This is an optimization exercise on Yosys and OpenROAD, whose aim is small area, not a production implementation. Function was checked by simulation only, so behaviour that the tests miss may differ from the original. Power is estimated from default activity; no workload was simulated.

[flow/run.sh]
#!/bin/bash
# synth_recipe.tcl (not shown) runs the flow's synth.tcl, then flattens the netlist and writes it again
# the make line also repeats each setting of config.mk as NAME=value (left out here)
make -C /OpenROAD-flow-scripts/flow DESIGN_CONFIG=/design/flow/config.mk WORK_HOME=/design/flow/orfs CLKGATE_MAP_FILE= SYNTH_SCRIPT=/design/flow/synth_recipe.tcl finish
[flow/config.mk]
export PLATFORM = sky130hd
export DESIGN_NAME = SPI
export DESIGN_NICKNAME = SPI
export VERILOG_FILES = /design/flow/design.v
export SDC_FILE = /design/flow/constraint.sdc
export NUM_CORES = 4
export LEC_CHECK = 0
export CAP_MARGIN = 20
export CORE_MARGIN = 2
export CORE_UTILIZATION = 40
export PLACE_DENSITY = 0.6
export SLEW_MARGIN = 20
[flow/constraint.sdc]
create_clock -name core_clock -period 8.0 [get_ports {clk_in}]
set_input_delay 1.6000 -clock core_clock [delete_from_list [all_inputs] [get_ports {clk_in}]]
set_output_delay 1.6000 -clock core_clock [all_outputs]
set_load 0.01 [all_outputs]
[flow/design.v]
`timescale 1ns / 1ps
module clk_divider #(parameter clk_count =5 )(clk_in, reset, clk_out, fall_tick );
input clk_in;      
input reset;       
output reg clk_out;  
output fall_tick;    
  reg [2:0] counter;     
  always @(posedge clk_in) begin
    if (reset) begin
      counter <= 0;
      clk_out <= 0;
    end
    else begin
      counter <= counter + 1;
      if (counter == clk_count-1)
        begin
          clk_out <= ~clk_out;  
          counter<=0;
        end
    end
  end
  assign fall_tick = (counter == clk_count-1) && clk_out;
endmodule
`timescale 1ns / 1ps
module SPI_trans_piso#(parameter spi_count=5,parameter clk_count=5) (clk_in,tick,receive,i,pi,clkout, reset,so,cs, shift_done,clk,error,state);
 input  reset,clkout,tick,clk_in,receive,error;
 input [spi_count-1:0] pi;
 output reg cs;
 output so;
 reg so_temp;
 output reg shift_done;
 output reg clk;
 reg [spi_count-1:0] m;
 output reg [spi_count-1:0] i;
    localparam IDLE = 2'b00;             
    localparam WAIT=2'b01;               
    localparam SHIFT_DATA = 2'b10;       
    localparam SHIFT_DONE = 2'b11;       
    reg [2:0] next_state;
    output reg [2:0] state;
    reg start;
always @(posedge clk_in)
begin
    if (reset)
    begin
    clk<=0;
    end
    else if (cs==1)
    begin
    clk<=0;
    end
    else
    begin
    clk<=clkout;
    end
end
    always @(posedge clk_in) begin
        if (reset)
        begin
            state <= IDLE;
        end
        else if (tick)
        begin
            state <= next_state;
        end
    end
    always @(posedge clk_in) begin
        if (reset)
        begin
            shift_done<=0;
            m <= 0;
            i<=0;
            cs<=1;
            start<=0;
            so_temp<=0;
        end
        else if (tick)
        case (state)
            IDLE:
            begin        
                shift_done<=0;
                m <= pi;
                i<=0;
                cs<=1;
                start<=0;
                so_temp<=0;
            end
            WAIT:  
            begin
                start<=1;
                m <= pi;
            end
            SHIFT_DATA:
            begin
                m <= pi;
                shift_done <= 0;
                cs<=0;  
                start<=0;
            if (i < spi_count)  
            begin
                m <= {m[spi_count-2:0], m[spi_count-1]};  
                so_temp <= m[spi_count - 1];
                cs<=0;
                i <= i + 1;
            end
            else
            begin
                m <=pi;
                i <= 0;  
                cs<=1;  
                so_temp<=0;
            end
            end
            SHIFT_DONE:  
            begin
                shift_done <= 1;
                so_temp<=0;
            end
            default:
            begin
            end
        endcase
    end
    always @(*) begin
    case (state)
            IDLE:                         
                if (~reset)
                    next_state=WAIT;
                else
                    next_state=IDLE;
            WAIT:                       
                if(start&&~reset)
                    next_state=SHIFT_DATA;
                else if(reset)
                    next_state=SHIFT_DATA;
                else
                    next_state=WAIT;
            SHIFT_DATA:                  
                if( i==spi_count)
                    next_state=SHIFT_DONE;
                else if(reset)
                    next_state=IDLE;
                else
                    next_state=SHIFT_DATA;
            SHIFT_DONE:                 
                if (shift_done||cs)
                    next_state=IDLE;
                else if(reset)
                    next_state=IDLE;
                else if(shift_done==0 && reset==0 )
                    next_state=SHIFT_DATA;
                else
                    next_state=SHIFT_DONE;
             default:
                begin
                    next_state=IDLE;
                end
    endcase
    end
    assign so=so_temp;
endmodule
`timescale 1ns / 1ps
module SIPO#(parameter spi_count=8)(clk_in,clk,reset,latch_r,si, po,shift_done_r,next_state_r,state_r,error_r,trans_done,j);
input clk_in,clk, si,reset,latch_r,trans_done;
output reg shift_done_r;
output [spi_count-1:0] po;
reg [spi_count-1:0] p_o;
reg [spi_count-1:0] x;
output reg [spi_count-1:0] j;  
localparam IDLE_r = 3'b000;              
localparam WAIT_CS_r = 3'b001;           
localparam SHIFT_DATA_r = 3'b010;        
localparam SHIFT_DONE_r = 3'b011;        
localparam ERROR_r=3'b100;               
output reg [2:0] next_state_r;
output reg [2:0] state_r;
output reg error_r;                                                            
reg [1:0]ped_sr;  
always @(posedge clk_in)  
begin
    ped_sr[0] <= clk;
    ped_sr[1]<= ped_sr[0];
end
always @(posedge clk_in)
begin
if (reset)
begin
    state_r <= IDLE_r;
end
else
begin
    state_r <= next_state_r;
end
end
always @(posedge clk_in)
begin
if (reset)
begin
    j<=0;
    error_r<=0;
    shift_done_r<=0;
    p_o<=0;
end
else
case (state_r)
    IDLE_r:       
    begin
        j<=0;
        error_r<=0;
        shift_done_r<=0;
        p_o<=0;
    end
    WAIT_CS_r:
    begin
    end
    SHIFT_DATA_r:
    begin
        if (j < spi_count && latch_r==0)
        begin
            if (ped_sr[1] && !ped_sr[0])            
            begin
                p_o <= {p_o[spi_count-2:0], si};  
                j <= j + 1;
            end
            else
            begin
                p_o<=p_o;
                j<=j;
            end
        end
        else
        begin
            p_o<=p_o;
            j<=j;
        end
    end
    SHIFT_DONE_r:  
    begin
        shift_done_r<=1;
    end
    ERROR_r:    
    begin
        error_r<=1;
        p_o<=p_o;
    end
    default:
    begin
    end
endcase
end
always @(*)
begin
case (state_r)
    IDLE_r:
    begin
        next_state_r=WAIT_CS_r;
    end
    WAIT_CS_r:           
    begin
        if (~latch_r)
        begin
        next_state_r=SHIFT_DATA_r;
        end
        else
        begin
        next_state_r=WAIT_CS_r;
        end
    end
    SHIFT_DATA_r:      
    begin
        if(trans_done&&latch_r)
        begin
        next_state_r=SHIFT_DONE_r;
        end
        else if (j!=0 && j < spi_count-1 && latch_r)     
        begin
        next_state_r=ERROR_r;
        end
        else if (trans_done&&~latch_r)  
        begin
        next_state_r=ERROR_r;
        end
        else
        begin
        next_state_r=SHIFT_DATA_r;
        end
    end
    SHIFT_DONE_r:
    begin
        if (shift_done_r && latch_r)    
        begin
        next_state_r=IDLE_r;
        end
        else if (j!=0 && j < spi_count-1 && latch_r)     
        begin
        next_state_r=ERROR_r;
        end
        else
        begin
        next_state_r=SHIFT_DONE_r;
        end
    end
    ERROR_r:
    if(~latch_r)
    begin
        next_state_r=ERROR_r;
    end
    else
    begin
        next_state_r=IDLE_r;
    end
     default:
     begin
     next_state_r=IDLE_r;
     end
endcase
end
always@(posedge clk_in)
begin
    if (reset)
        begin
        x<=0;
        end
    else if(shift_done_r)  
        begin
        x<=p_o;
        end
    else
        begin
        x<=x;
        end
end
assign po=x; 
endmodule
`timescale 1ns / 1ps
module SPI#(parameter spi_count=32,parameter clk_count=5,parameter pi_count=256) (clk_in, reset,s_d_tx,cs_tx,clk_tx,s_d_rx,cs_rx,clk_rx,rx_data,debug_rx_state,debug_error,debug_rx_done,debug_rx_counter,debug_tx_done,debug_tx_state,debug_tx_counter,debug_divided_clk);
input  reset,clk_in;
wire [spi_count-1:0] pi;
output  s_d_tx,cs_tx,clk_tx;
input s_d_rx,cs_rx,clk_rx;
output wire [spi_count-1:0] rx_data;
wire [spi_count-1:0]po;
wire shift_done;
wire shift_done_r;
wire [2:0]next_state_r;
wire [2:0]state_r;
wire [2:0]state;
wire error;
wire clkout;
wire tick;
reg [spi_count-1:0] n;  
wire[spi_count-1:0] i;
wire [spi_count-1:0] j;
output wire [2:0]debug_rx_state;
output wire [2:0]debug_tx_state;
output wire debug_error;
output wire debug_rx_done;
output wire debug_tx_done;
output wire [spi_count-1:0]debug_rx_counter;
output wire [spi_count-1:0]debug_tx_counter;
output wire debug_divided_clk;
assign debug_rx_state=state_r;
assign debug_tx_state=state;
assign debug_error=error;
assign debug_rx_done=shift_done_r;
assign debug_tx_done=shift_done;
assign debug_rx_counter=j;
assign debug_tx_counter=i;
assign debug_divided_clk=clkout;
assign rx_data=po;
clk_divider #(.clk_count(clk_count)) clk_divider_inst (.clk_in(clk_in),.reset(reset),.clk_out(clkout),.fall_tick(tick));
SPI_trans_piso #(.spi_count(spi_count),.clk_count(clk_count)) SPI_trans_piso (.clk_in(clk_in),.tick(tick),.receive(shift_done_r),.i(i),.pi(pi),.clkout(clkout),.reset(reset),.so(s_d_tx),.cs(cs_tx),.shift_done(shift_done),.clk(clk_tx),.error(error),.state(state));
SIPO #(.spi_count(spi_count))SIPO(.clk_in(clk_in),.clk(clk_rx),.reset(reset),.latch_r(cs_rx),.si(s_d_rx),.po(po),.shift_done_r(shift_done_r),.next_state_r(next_state_r),.state_r(state_r),.error_r(error),.trans_done(shift_done),.j(j));
always @(posedge clk_in)
begin
if (reset)
begin
n<=0;
end
else if (tick)
begin
if(~error)
begin
if (shift_done)
begin
    if (n < pi_count)
    begin
    n <= n + 1;
    end
    else if(n==pi_count)
    begin
    n<=0;
    end
    else
    begin
    n<=n;
    end
end
else
begin
n<=n;
end
end
else
begin
n<=0;
end
end
end
assign pi=n;  
endmodule
==> summary.txt <==
==> registers in the layout (all words and copies together) (netlist names) <==
signal	flops
SIPO.j	32
SIPO.p_o	32
SIPO.x	32
SPI_trans_piso.i	32
SPI_trans_piso.m	32
n	32
SIPO.state_r	3
clk_divider_inst.counter	3
SIPO.ped_sr	2
SPI_trans_piso.state	2
SIPO.error_r	1
SIPO.shift_done_r	1
SPI_trans_piso.clk	1
SPI_trans_piso.cs	1
SPI_trans_piso.shift_done	1
SPI_trans_piso.so_temp	1
SPI_trans_piso.start	1
clk_divider_inst.clk_out	1
==> metal layers <==
metal	share of wire [%]	track usage, %	vias to the layer above	wire length [um]
met5	0	0	-	0
met3	3.7	2.324	21	702
met4	1.2	3.095	0	229
met1	50	23.49	3212	9323
met2	45	26.15	127	8553
li1	-	-	3537	-
==> synthesized netlist by cell type (10+ instances only) <==
| cell type | number | area (um2) |
|---|---|---|
| dfxtp_1 | 210 | 4204 |
| a21oi_1 | 99 | 495.5 |
| nor2_1 | 88 | 330.3 |
| nand2_1 | 67 | 251.5 |
| mux2i_1 | 66 | 660.6 |
| nand3_1 | 66 | 330.3 |
| clkbuf_1 | 45 | 168.9 |
| o21ai_0 | 40 | 200.2 |
| and3_1 | 28 | 175.2 |
| inv_1 | 24 | 90.09 |
| nor4_1 | 23 | 143.9 |
| o21a_1 | 19 | 142.6 |
| and2_1 | 17 | 106.4 |
| nand4_1 | 17 | 106.4 |
| nor3_1 | 17 | 85.08 |
| ha_1 | 12 | 150.1 |
| a41oi_1 | 10 | 87.58 |
| and4_1 | 10 | 87.58 |
| buf_1 | 10 | 37.54 |
==> worst reg2reg max path, cell delays in order (launching register included) <==
cell and delay (ns):
dfxtp_1 0.35, inv_1 0.10, ha_1 0.28, o2111a_1 0.38
nand4_1 0.37, nor4_1 0.81, a31o_2 0.26, a21oi_1 0.06
==> worst paths after layout <==
check	start	endpoint	slack, ns	cells after the start
hold / removal	SIPO.ped_sr[0]	SIPO.ped_sr[1]	0.36	0
setup reg to reg	SPI_trans_piso.state[0]	SPI_trans_piso.i[23]	5.27	7
hold reg to reg	SIPO.ped_sr[0]	SIPO.ped_sr[1]	0.36	0
setup / recovery	SIPO.shift_done_r	debug_rx_done	4.43	2
==> logic make-up (layout without fill, tap and decap cells) <==
family          Yosys count  in the layout  synth area share (%)
compound gates          200            200                 14.07
xor+xnor                 13             13                 1.348
fa+ha+maj                12             12                 1.777
buf+inv                  84            182                 3.924
flops                   210            210                 49.76
mux                      66             66                 7.819
other cells               1              1               0.04438
simple gates            356            356                 21.26
==> area by class of cell <==
cell class	instances	area, um2
clock inverter	1	8.758
sequential	210	4205
clock buffer	35	710.7
timing repair buffer	122	1211
inverter	24	90.09
tap	275	344.1
fill	2021	10380
multi-input combinational	648	3939
==> per-stage QoR <==
stage / cells / util [%] / power, mW
CTS: 1314 / 50.18 / 2.177
global route: 1315 / 50.31 / 2.232
floorplan: 942 / - / 1.148
finish: 1315 / 50.31 / 2.149
global placement: 1278 / 46.73 / 1.177
detailed placement: 1278 / 46.73 / 1.177
==> power groups by stage <==
stage,Combinational [mW],Sequential (mW),Clock (mW)
floorplan,0.0675,1.08,0
global placement,0.0940,1.08,0
detailed placement,0.0935,1.08,0
CTS,0.0935,1.06,1.02
global route,0.102,1.06,1.07
finish,0.0931,1.06,0.996
==> impl_results.rst <==
.. list-table::
   :header-rows: 1

   * - Metric
     - Value
   * - Final-report setup violation count
     - 0
   * - Max Clk Rate
     - 280.0 MHz
   * - Worst-path maximum fanout
     - 37
   * - TritonCTS clock tree
     - built
   * - ANT cells
     - 0
   * - Routed wire length
     - 18.81 mm
   * - Part of the Yosys area used for sequential elements
     - 49.76%
   * - EDFF count, synth
     - 0
   * - Top library cells by usage in the layout, fill and taps aside
     - 209 x dfxtp_1, 111 x clkdlybuf4s50_1, 99 x a21oi_1
   * - Number of hold-slack violations in the final timing report
     - 0
   * - Effective utilization at floorplan
     - 40.45%
   * - Worst path bufs/invs
     - 2
   * - Final worst hold slack
     - 0.3612 ns
   * - Tightest Pin Transition
     - 0.9428 ns
   * - Combinational group share of total power
     - 4.3%
   * - Max Transition Viols Final
     - 0
   * - Number of port buffers
     - 112
   * - Routed via count
     - 6897
   * - Routed via count divided by cell count
     - 5.245
   * - Flip-flop and latch count after synthesis
     - 210
   * - Max-capacitance violation count
     - 0
   * - Drc violations
     - 0
   * - Internal Pwr Total
     - 1.683 mW
   * - Worst setup path class
     - flop to output port
   * - Synthesized area per cell
     - 8.970 um2
   * - Number of nets in the synthesized netlist
     - 959
   * - Quantity of gates resized following cts
     - 0
   * - Worst-path cell with the longest stage delay
     - clkdlybuf4s50_1
   * - DRC violation total after the first TritonRoute iteration
     - 339
   * - Leak Pwr
     - 3.585 nW
   * - Result of the run
     - timing/DRC/antenna clean
   * - Setup repair after global routing missed its margin
     - false
   * - Post-synthesis async set-or-reset flop share
     - 0%
   * - Total congestion overflow
     - 0
   * - Hold Crit Class
     - flop to flop
   * - Switching share of power
     - 21.69%
   * - Maximum vdd drop
     - 0.1390 mV
   * - Sum Neg Setup Slack
     - 0 ns
   * - Worst slack after detailed placement
     - 4.041 ns
   * - Number of distinct library cell variants in the gate-level netlist after synthesis
     - 50
   * - Most common cell after layout, fill and taps aside
     - dfxtp_1
   * - Required time of the critical path
     - 6.40 ns
   * - Final routed wire length divided by cell count
     - 14.30 um
   * - Post-layout minimum cycle time
     - 3.571 ns
   * - DR pass1 iterations
     - 5
   * - Net switching power
     - 0.4660 mW
   * - Fin Clk Skew
     - 0.01998 ns
   * - Overall die area
     - 22300 um2
   * - Clock sink count
     - 210
   * - GR Util All Layers
     - 16.30%
   * - Relative max-transition margin
     - 37.15%
   * - Fraction of power consumed by sequential logic
     - 49.3%
   * - Total clock buffers created by CTS
     - 23
   * - Setup bufs post-CTS
     - 0
   * - Die width
     - 149.3 um
   * - Gate count of the mapped netlist
     - 942
   * - First-pass GRT wire length
     - 31.09 mm
   * - Final-stage net count
     - 1046
   * - Stage delay of the slowest cell on the critical path
     - 0.66 ns
   * - PwrDens
     - 204.5 nW/um2
   * - Height of the die
     - 149.3 um
   * - Sort of element at the start of the critical path
     - flop
   * - Placed wire-length estimate
     - 12.02 mm
   * - Number of global-route vias before repair
     - 6196
   * - Final Cycle Share
     - 44.64%
   * - Hold buffer count at CTS
     - 0
   * - Clk pwr share
     - 46.3%
   * - Antenna violation net count after detailed routing
     - 0
   * - Placed standard-cell area
     - 9762 um2
   * - Total number of yosys warnings
     - 4
   * - Fraction of layout cells with a size suffix above 1
     - 5.385%
   * - Initial antenna violation count
     - 0
   * - Slack of the critical path
     - 4.429 ns
   * - Largest net degree at the start of global routing
     - 88
   * - Final Wtd Congestion
     - 0.7712
   * - Syn Std Cell Area
     - 8449 um2
   * - Critical path cell sequence
     - buf_4 -> clkdlybuf4s50_1
   * - Deepest level of the CTS H-tree
     - 1
   * - Root buffer cell
     - clkbuf_16
   * - Ports placed on the boundary
     - 114
   * - Fin area
     - 10510 um2
   * - Relative area change from synthesis to final layout
     - 24.37%
   * - Reg clk slew, reported paths
     - 0.06 ns
   * - Row count
     - 53
   * - Crit. End Element
     - output port
   * - Clock latency on the worst-skew pair
     - 0.50 ns
   * - Most used DFF post-synth
     - dfxtp_1
   * - CTS Buffer Depth
     - 3
   * - Gate family responsible for the most delay along the worst path
     - buffers and inverters
   * - Core area
     - 20890 um2
   * - WP data arrival
     - 1.97 ns

-- re-timing with driven ports --
The flow's constraints put no driver on any port. The routed layout listed below was extracted and timed again, unchanged, in two steps. Step 1 (the two cells are an assumption about what drives the block):
set clk [get_ports {clk_in}]
set_driving_cell -lib_cell sky130_fd_sc_hd__clkbuf_16 $clk
set_driving_cell -lib_cell sky130_fd_sc_hd__buf_2 [delete_from_list [all_inputs] $clk]
Step 2 times the ports against the registers' clock, not the clock port: input delays grow and output delays shrink by t, the midpoint of the rising clock arrivals with the driver on. Three values: no drivers, after step 1, after step 2; two values: the first two.
t (ns): 0.536
slack for setup (ns): 4.429 / 4.383 / 4.030
pins driven straight from the clock port: 1
After both steps setup and hold are still met in this run. The setup slack of this run moves by -0.046 ns with the drivers and by -0.399 ns with both steps.
